Context: an optimization exercise on an open-source flow, tuned for small area and a short achievable clock period. The choices shown serve that exercise and are no tape-out recipe. At most, simulation tests tie the RTL to the original design; equivalence was not proved.

== run 1 ==
==> flow/design.v (excerpt) <==
module thresholding(
    input wire clk, reset, enable,
    input wire signed [11 : 0] sig,
    output wire signed [11 : 0] y,
    output reg done,
    output reg [11 : 0] id
    );
clock: 14.0 ns
lec_check: 0
cap_margin: 20
core_margin: 2
core_utilization: 40
cts_buf_list: sky130_fd_sc_hd__clkbuf_8
cts_cluster_diameter: 60
cts_cluster_size: 20
slew_margin: 20
standard.sh (not shown) runs the stock make flow with config.mk's settings and CLKGATE_MAP_FILE= SYNTH_SCRIPT=/design/flow/synth_recipe.tcl, a recipe that flattens the netlist after the stock synthesis.
==> flow/flow/run.sh <==
#!/bin/bash
set -euo pipefail
bash standard.sh "BUFFER_PORTS_ARGS=-buffer_cell sky130_fd_sc_hd__buf_2" SETUP_SLACK_MARGIN=9.6 finish > standard.log 2>&1
Inputs modified between run 1 and run 2:
==> flow/flow/run.sh <==
#!/bin/bash
set -euo pipefail
bash standard.sh "BUFFER_PORTS_ARGS=-buffer_cell sky130_fd_sc_hd__buf_2" SETUP_SLACK_MARGIN=9.5 finish > standard.log 2>&1
--- a/flow/config.mk
+++ b/flow/config.mk
@@ -10,5 +10,3 @@
 export CORE_UTILIZATION = 40
 export CTS_BUF_LIST = sky130_fd_sc_hd__clkbuf_8
-export CTS_CLUSTER_DIAMETER = 60
-export CTS_CLUSTER_SIZE = 20
 export SLEW_MARGIN = 20
--- outcome ---
- Compared with run 1, run 2 instantiates a larger number of standard cells.
- From run 2 to run 1, number of sequential storage elements did not move at all.
- In run 2, clock-cell share of area is higher than in run 1.
- Post-route minimum period: run 2 worse than run 1
- Delta (run 2 minus run 1): number of buffers created by CTS rose 16.
--- input diff run 2..run 3 ---
==> flow/flow/run.sh <==
#!/bin/bash
set -euo pipefail
bash standard.sh "BUFFER_PORTS_ARGS=-buffer_cell sky130_fd_sc_hd__buf_2" SETUP_SLACK_MARGIN=9.3 finish > standard.log 2>&1
--- a/flow/config.mk
+++ b/flow/config.mk
@@ -10,3 +10,5 @@
 export CORE_UTILIZATION = 40
 export CTS_BUF_LIST = sky130_fd_sc_hd__clkbuf_8
+export CTS_CLUSTER_DIAMETER = 60
+export CTS_CLUSTER_SIZE = 20
 export SLEW_MARGIN = 20
## What came out
Run 3 was carried through to the last stage, and its layout satisfied the timing, DRC and antenna checks.
Relative to run 2, part of the cycle the worst path needs decreased by 0.45 points in run 3.
On horizontal die dimension, run 3 and run 2 are basically level.
Going from run 2 to run 3, max-slew headroom at the worst pin decreased 14 points; via count now smaller.
Against run 2, run 3 comes in 580 um lower on total wire length.
[inputs] run 4 vs run 3
--- a/flow/config.mk
+++ b/flow/config.mk
@@ -10,5 +10,5 @@
 export CORE_UTILIZATION = 40
 export CTS_BUF_LIST = sky130_fd_sc_hd__clkbuf_8
-export CTS_CLUSTER_DIAMETER = 60
-export CTS_CLUSTER_SIZE = 20
+export CTS_CLUSTER_DIAMETER = 50
+export CTS_CLUSTER_SIZE = 16
 export SLEW_MARGIN = 20
- Final-layout worst hold slack (higher): run 3
- On final-layout non-clock buffer area share, run 3 and run 4 are basically level.
- [run 4] area overhead of the layout relative to synthesis rose 2.4 points relative to run 3
- Going from run 3 to run 4, die area stayed essentially flat, worst setup slack fell by 0.017 ns, wire length rose by 130 um, hold-critical path depth rose by 1.

* * *

Setup of lane 1:
thresholding, a different RTL version from the one above (not shown whole).
Size: roughly 210 flip-flops, roughly 40 I/O pins, about 9600 µm² of cells after synthesis.
clock: 14.0 ns
lec_check: 0
cap_margin: 20
core_margin: 2
core_utilization: 60
cts_buf_list: sky130_fd_sc_hd__clkbuf_8
cts_cluster_diameter: 60
cts_cluster_size: 20
place_density: 0.75
slew_margin: 20
==> flow/flow/run.sh <==
#!/bin/bash
set -euo pipefail
bash standard.sh "BUFFER_PORTS_ARGS=-buffer_cell sky130_fd_sc_hd__buf_1" SETUP_SLACK_MARGIN=9.3 finish > standard.log 2>&1
Lane 1 went all the way through the flow, and no timing, DRC or antenna check failed.
The following lists how lane 3 was set up differently from lane 1:
Settings: CORE_UTILIZATION now 50, was 60; PLACE_DENSITY no longer set, was 0.75.
Notes after the runs:
On lane 3: arrival time of the worst setup path is 3.19 ns lower than what lane 1 gave. In the tables for lane 3 and lane 1, number of buffers outside the clock class in the layout reads higher with lane 1. [compare] base=lane 1 new=lane 3: utilization down 10 points, die width up 9.3%, worst stage delay on the critical path down 0.05 ns, area of the die up 19%, sequential cell area share flat.
No run of this note included a check of the RTL's function; only the layout flow was run.

* * *

try-yarrow:
thresholding, a different RTL version from the one above (not shown whole).
Size in the first run: about 210 flip-flops, ~40 I/O pins, ~9700 sq um of cells after synthesis.
Settings: LEC_CHECK=0, CAP_MARGIN=20, CORE_MARGIN=2, CORE_UTILIZATION=40, CTS_BUF_LIST=sky130_fd_sc_hd__clkbuf_8, CTS_CLUSTER_DIAMETER=60, CTS_CLUSTER_SIZE=20, SLEW_MARGIN=20; clock period 14.0 ns.
==> flow/flow/run.sh <==
#!/bin/bash
set -euo pipefail
bash standard.sh "BUFFER_PORTS_ARGS=-buffer_cell sky130_fd_sc_hd__buf_2" SETUP_SLACK_MARGIN=9.1 finish > standard.log 2>&1
--- input diff try-yarrow..try-nickel ---
==> flow/flow/run.sh <==
#!/bin/bash
set -euo pipefail
bash standard.sh "BUFFER_PORTS_ARGS=-buffer_cell sky130_fd_sc_hd__buf_2" SETUP_SLACK_MARGIN=9.5 finish > standard.log 2>&1
==> results.txt <==
- Critical-path cell with the highest stage delay: sky130_fd_sc_hd__dfxtp_1 -> try-yarrow, sky130_fd_sc_hd__dfxtp_2 -> try-nickel
- Taking try-yarrow as the reference point, the cell area of try-nickel rises by about 2.6%.
- Looking at critical path launch point, the grp[1] result is from try-yarrow; the grp[0] one comes from try-nickel.
- Diff try-yarrow -> try-nickel: post-route minimum period shrank by 0.13 ns; worst slew slack as a fraction of its limit decreased by 10 points relative to the old numbers; global-route usage now larger.
- Compared with try-yarrow, in try-nickel via count of the first global-routing pass higher; via count higher; routed wire length higher.
### try-nickel -> try-raven
==> flow/flow/run.sh <==
#!/bin/bash
set -euo pipefail
bash standard.sh "BUFFER_PORTS_ARGS=-buffer_cell sky130_fd_sc_hd__buf_2" SETUP_SLACK_MARGIN=9.3 finish > standard.log 2>&1
Results
- Compare try-nickel and try-raven | met3 wire length higher: try-nickel
- | iteration count of the initial detailed-routing pass | higher: try-raven |
- As of try-raven, wire length had fallen by a few percent compared to try-nickel.
- Sort try-nickel and try-raven by total via count in the routed design desc -> top: try-nickel
- try-raven — met2 track demand over resource in global routing 2.2 points lower, try-nickel as reference
- Summary of try-raven over try-nickel: area added between synthesis and finish shows a reduction of 2.0 points, peak per-stage delay on the critical path shows a reduction of 0.03 ns.
#### Input delta (try-onyx over try-raven)
- CORE_UTILIZATION changed from 40 to 60
- PLACE_DENSITY newly set to 0.75
==> comparison <==
Actual transition at the worst max-transition pin (higher): try-raven. Looking only at layout-stage area growth over the synthesis result, and setting everything else aside, the lower value of try-raven and try-onyx goes to try-onyx. Relative to try-raven, try-onyx degrades total via count in the routed design. Area of all placed cells without fillers: try-onyx better than try-raven. The timing endpoint of the critical path comes out y[6] in one run and y[11] in the other, namely in try-raven and try-onyx respectively. The run showing the greater number of nets in the layout is try-raven. Lower number of buffers inserted during clock tree synthesis was reported by try-onyx, not try-raven. [compare] base=try-raven new=try-onyx: hold slack decreased 0.0042 ns; all-layer global routing usage increased 7.0 points. Looking at routed wire length, try-onyx sits 0.97% below try-raven.

* * *

Setup of before:
The RTL this note starts from:
==> flow/design.v <==
module thresholding(
    input wire clk, reset, enable,
    input wire signed [11 : 0] sig,
    output wire signed [11 : 0] y,
    output reg done,
    output reg [11 : 0] id
    );
localparam W = 13;
function lt_const11(input [10 : 0] a, input [10 : 0] k);
    integer i;
    reg r;
    begin
        r = 1'b0;
        for (i = 0; i < 11; i = i + 1)
            r = k[i] ? (~a[i] | r) : (~a[i] & r);
        lt_const11 = r;
    end
endfunction
function le_const17(input [16 : 0] a, input [16 : 0] k);
    integer i;
    reg r;
    begin
        r = 1'b1;
        for (i = 0; i < 17; i = i + 1)
            r = k[i] ? (~a[i] | r) : (~a[i] & r);
        le_const17 = r;
    end
endfunction
function [11 : 0] add_const12(input [11 : 0] a, input [11 : 0] k);
    integer i, j, m;
    reg c, t;
    begin
        for (i = 0; i < 12; i = i + 1) begin
            c = 1'b0;
            for (j = 0; j < i; j = j + 1) begin
                if (k[j]) begin
                    t = 1'b1;
                    for (m = i - 1; m > j; m = m - 1)
                        if (!k[m]) t = t & a[m];
                    t = t & a[j];
                    c = c | t;
                end
            end
            add_const12[i] = a[i] ^ k[i] ^ c;
        end
    end
endfunction
reg [11 : 0] dn [0 : W - 1];          
reg [16 : 0] m;                       
reg first;                            
reg [7 : 0] grp;                      
wire idle = ~id[11] & (&id[10 : 0]);
wire working = ~idle;
reg [11 : 0] id_inc;
reg id_c;
integer k;
always @* begin
    id_c = 1'b1;
    for (k = 0; k < 12; k = k + 1) begin
        id_inc[k] = id[k] ^ id_c;
        id_c = id_c & id[k];
    end
end
wire [11 : 0] x = add_const12(sig, 12'd3138);                
wire wrapx = sig[11] & lt_const11(sig[10 : 0], 11'd958);      
wire [11 : 0] spl = {~sig[11], sig[10 : 0]};                  
wire [16 : 0] n = m + {{5{dn[0][11]}}, dn[0]} + 17'd1;       
wire f0 = le_const17(n, 17'd90902);           
wire fw = le_const17(n, 17'd65370);           
wire late = ~id[11] & ((|id[10 : 4]) | (id[3] & id[2]));
wire valid = ~first | late;
wire [11 : 0] x12 = valid ? ~dn[W - 1] : 12'd0;
wire [16 : 0] m_next = n + {{5{x12[11]}}, x12};
wire [16 : 0] r0 = {5'd0, spl};
wire [16 : 0] r2 = {3'd0, spl, 2'b00};
wire [16 : 0] r3 = {2'd0, spl, 3'b000};
wire [16 : 0] l1a = {1'b0, fw, fw, 1'b0, fw, spl};
wire [16 : 0] l1c = {r3[16 : 3], f0, 2'b00};
wire [16 : 0] s1 = l1a ^ r2 ^ l1c;
wire [17 : 0] c1 = {(l1a & r2) | (l1a & l1c) | (r2 & l1c), 1'b0};
wire [16 : 0] l2b = {c1[16 : 3], f0, f0, f0};
wire [16 : 0] s2 = s1 ^ l2b ^ n;
wire [16 : 0] c2 = {(s1[15 : 0] & l2b[15 : 0]) | (s1[15 : 0] & n[15 : 0]) | (l2b[15 : 0] & n[15 : 0]), 1'b0};
wire [16 : 0] cg = s2 & c2;
wire [16 : 0] cp = s2 ^ c2;
function [1 : 0] grp4(input [3 : 0] g, input [3 : 0] p);
    begin
        grp4[1] = g[3] | (p[3] & (g[2] | (p[2] & (g[1] | (p[1] & g[0])))));
        grp4[0] = &p;
    end
endfunction
wire [1 : 0] q0 = grp4({cg[3 : 1], cg[0] | (cp[0] & f0)}, cp[3 : 0]);
wire [1 : 0] q1 = grp4(cg[7 : 4], cp[7 : 4]);
wire [1 : 0] q2 = grp4(cg[11 : 8], cp[11 : 8]);
wire [4 : 0] ha = s2[16 : 12];
wire [4 : 0] hb = c2[16 : 12];
wire [4 : 0] hk = 5'b01101;
wire [4 : 0] wa = ha ^ hb ^ hk;
wire [4 : 0] wb = {(ha[3 : 0] & hb[3 : 0]) | (ha[3 : 0] & hk[3 : 0]) | (hb[3 : 0] & hk[3 : 0]), 1'b0};
wire [1 : 0] q3n = grp4(cg[15 : 12], cp[15 : 12]);
wire [1 : 0] q3w = grp4(wa[3 : 0] & wb[3 : 0], wa[3 : 0] ^ wb[3 : 0]);
wire t16n = cp[16];
wire t16w = wa[4] ^ wb[4];
wire c16 = grp[6] | (grp[5] & (grp[4] | (grp[3] & (grp[2] | (grp[1] & grp[0])))));
wire ysel = ~(grp[7] ^ c16);
assign y = ysel ? ~dn[0] : 12'd0;
integer j;
always @(posedge clk) begin
    if (working) begin
        for (j = 1; j < W; j = j + 1)
            dn[j] <= dn[j - 1];
    end
    if (reset)
        dn[0] <= 12'hfff;
    else if (working)
        dn[0] <= ~x;
    if (reset) begin
        m <= 17'd90902;
        first <= 1'b1;
        done <= 1'b0;
        id <= 12'd2047;
    end else begin
        done <= working;
        if (working) begin
            id <= id_inc;
            m <= m_next;
            if (late)
                first <= 1'b0;
        end else begin
            id <= {enable, 11'h7ff};
        end
    end
    grp <= {wrapx ? t16w : t16n, wrapx ? q3w : q3n, q2, q1, q0[1]};
end
endmodule
export LEC_CHECK = 0
export CAP_MARGIN = 20
export CORE_MARGIN = 2
export CORE_UTILIZATION = 60
export CTS_BUF_LIST = sky130_fd_sc_hd__clkbuf_8
export SLEW_MARGIN = 20
create_clock -name core_clock -period 14.0 [get_ports {clk}]
==> flow/flow/run.sh <==
#!/bin/bash
set -euo pipefail
bash standard.sh "BUFFER_PORTS_ARGS=-buffer_cell sky130_fd_sc_hd__buf_2" SETUP_SLACK_MARGIN=9.5 finish > standard.log 2>&1
The flow did not stop early for before: all stages ran, and the layout cleared the timing, DRC and antenna checks.
Edits applied to the flow inputs when going from before to after:
- swapping 60 for 40 in CORE_UTILIZATION
--- outcome ---
On after: first-iteration DRC count is about 11% lower than what before gave. Final wirelength: after vs before up about 4%. Against before, after comes in 1.0 points higher on area overhead of the layout relative to synthesis. before was routed with more vias than after. The setup slack reported for after is greater than that of before by 0.030 ns. Between after and before, the flop and latch count out of synthesis does not differ in any meaningful way. In the final design statistics, after uses more standard cells in total than before. Diff before -> after: count of buffers not belonging to the clock network in the layout moved down. after against before: die outline area has increased; final non-filler cell area increased about 0.9%.
No functional check of the RTL was part of any run of this note.

* * *

## job 7915
thresholding, a different RTL version from the one above (not shown whole).
For scale: ~630 cells after synthesis, roughly 190 flip-flops, ~40 I/O pins, ~8900 um^2 of cells after synthesis.
// thresholding
module thresholding(
    input wire clk, reset, enable,
    input wire signed [11 : 0] sig,
    output wire signed [11 : 0] y,
    output reg done,
    output reg [11 : 0] id
    );
==> flow/config.mk <==
export PLATFORM = sky130hd
export DESIGN_NAME = thresholding
export DESIGN_NICKNAME = thresholding
export VERILOG_FILES = /design/flow/design.v
export SDC_FILE = /design/flow/constraint.sdc
export NUM_CORES = 4
export LEC_CHECK = 0
export CAP_MARGIN = 20
export CORE_MARGIN = 2
export CORE_UTILIZATION = 40
export CTS_BUF_LIST = sky130_fd_sc_hd__clkbuf_8
export SLEW_MARGIN = 20
==> flow/constraint.sdc <==
create_clock -name core_clock -period 14.0 [get_ports {clk}]
set_input_delay 2.8000 -clock core_clock [delete_from_list [all_inputs] [get_ports {clk}]]
set_output_delay 2.8000 -clock core_clock [all_outputs]
set_load 0.01 [all_outputs]
==> flow/flow/run.sh <==
#!/bin/bash
set -euo pipefail
bash standard.sh "BUFFER_PORTS_ARGS=-buffer_cell sky130_fd_sc_hd__buf_2" SETUP_SLACK_MARGIN=9.6 finish > standard.log 2>&1
Here is what was changed in the inputs of job 2978 compared with job 7915.
==> flow/flow/run.sh <==
#!/bin/bash
set -euo pipefail
bash standard.sh "BUFFER_PORTS_ARGS=-buffer_cell sky130_fd_sc_hd__buf_2" SETUP_SLACK_MARGIN=9.0 finish > standard.log 2>&1
==> comparison <==
The lower global-route usage came out of job 2978. Comparing post-CTS repair timing setup buffer count for job 2978 and job 7915, the bigger number came from job 7915. Job 2978 and job 7915 ended up with nearly the same fraction of area in multi-input gates. Going from job 7915 to job 2978, fmax rose by about 1.4%, final cell count fell about 1.5%, area overhead of the layout relative to synthesis saw a decrease. Of job 2978 and job 7915, job 2978 shows the higher met1 demand-to-capacity share in global routing, with job 7915 below it. Job 2978 -> job 7915: number of failing setup endpoints in the final timing report delta 0, exact match.
The following lists how job 1538 was set up differently from job 2978:
==> flow/flow/run.sh <==
#!/bin/bash
set -euo pipefail
bash standard.sh "BUFFER_PORTS_ARGS=-buffer_cell sky130_fd_sc_hd__buf_2" finish > standard.log 2>&1
==> results.txt <==
- Re global-route wire length before repair: job 2978 was higher than job 1538.
- On worst slew slack as a fraction of its limit, job 1538 does worse than job 2978.
- Diff job 2978 and job 1538: fmax lower in job 1538
- Total wire length after detailed routing for job 1538: about 0.54% down relative to job 2978
- Taking job 2978 as the reference, in job 1538 growth of design area from synthesis to finish now sits lower.
- Going from job 2978 to job 1538, fraction of met3 tracks used by global routing shows an increase of 0.28 points; sequential share of layout area shows an increase of 2.7 points.

[what the ideal ports hide]
The results above use ideal ports. As a check the final layouts listed here were re-extracted and re-timed, cells and wires unchanged. Step 1 sets driving cells, clkbuf_16 on the clock port and buf_2 on the other inputs (assumed; they add their load-dependent delay and slew). Step 2 adds t to the input delays and takes it off the output delays; t is the mean of the earliest and latest rising clock arrival at the registers after step 1. Input paths then give back, and output paths get back, about the clock's delay inside the block. a / b / c = ideal ports / drivers / drivers and shift; a / b = the first two.
run | shift t [ns] | setup slack, ns | slew at the worst register clock pin (ns)
run 1 | 0.570 | 9.208 / 9.168 / 8.975 | 0.12 / 0.12
run 2 | 0.560 | 9.181 / 9.138 / 8.941 | 0.07 / 0.07
run 3 | 0.548 | 9.244 / 9.203 / 8.858 | 0.12 / 0.12
run 4 | 0.557 | 9.227 / 9.189 / 8.836 | 0.09 / 0.09
lane 1 | 0.536 | 9.413 / 9.383 / 8.894 | 0.13 / 0.13
lane 3 | 0.546 | 9.408 / 9.371 / 8.899 | 0.12 / 0.12
try-yarrow | 0.555 | 9.249 / 9.211 / 8.884 | 0.12 / 0.12
try-nickel | 0.558 | 9.375 / 9.336 / 8.995 | 0.12 / 0.12
try-raven | 0.540 | 9.390 / 9.352 / 8.935 | 0.12 / 0.12
try-onyx | 0.542 | 9.374 / 9.334 / 8.953 | 0.12 / 0.12
before | 0.518 | 9.237 / 9.195 / 9.026 | 0.11 / 0.11
after | 0.506 | 9.266 / 9.224 / 9.004 | 0.12 / 0.12
job 7915 | 0.488 | 8.866 / 8.820 / 8.332 | 0.11 / 0.11
job 2978 | 0.487 | 8.940 / 8.895 / 8.407 | 0.11 / 0.11
job 1538 | 0.497 | 8.461 / 8.444 / 7.947 | 0.12 / 0.12
After both steps every run listed still meets setup and hold. For job 7915, which loses most, drivers alone change the setup slack by -0.046 ns; drivers and shift together by -0.534 ns.
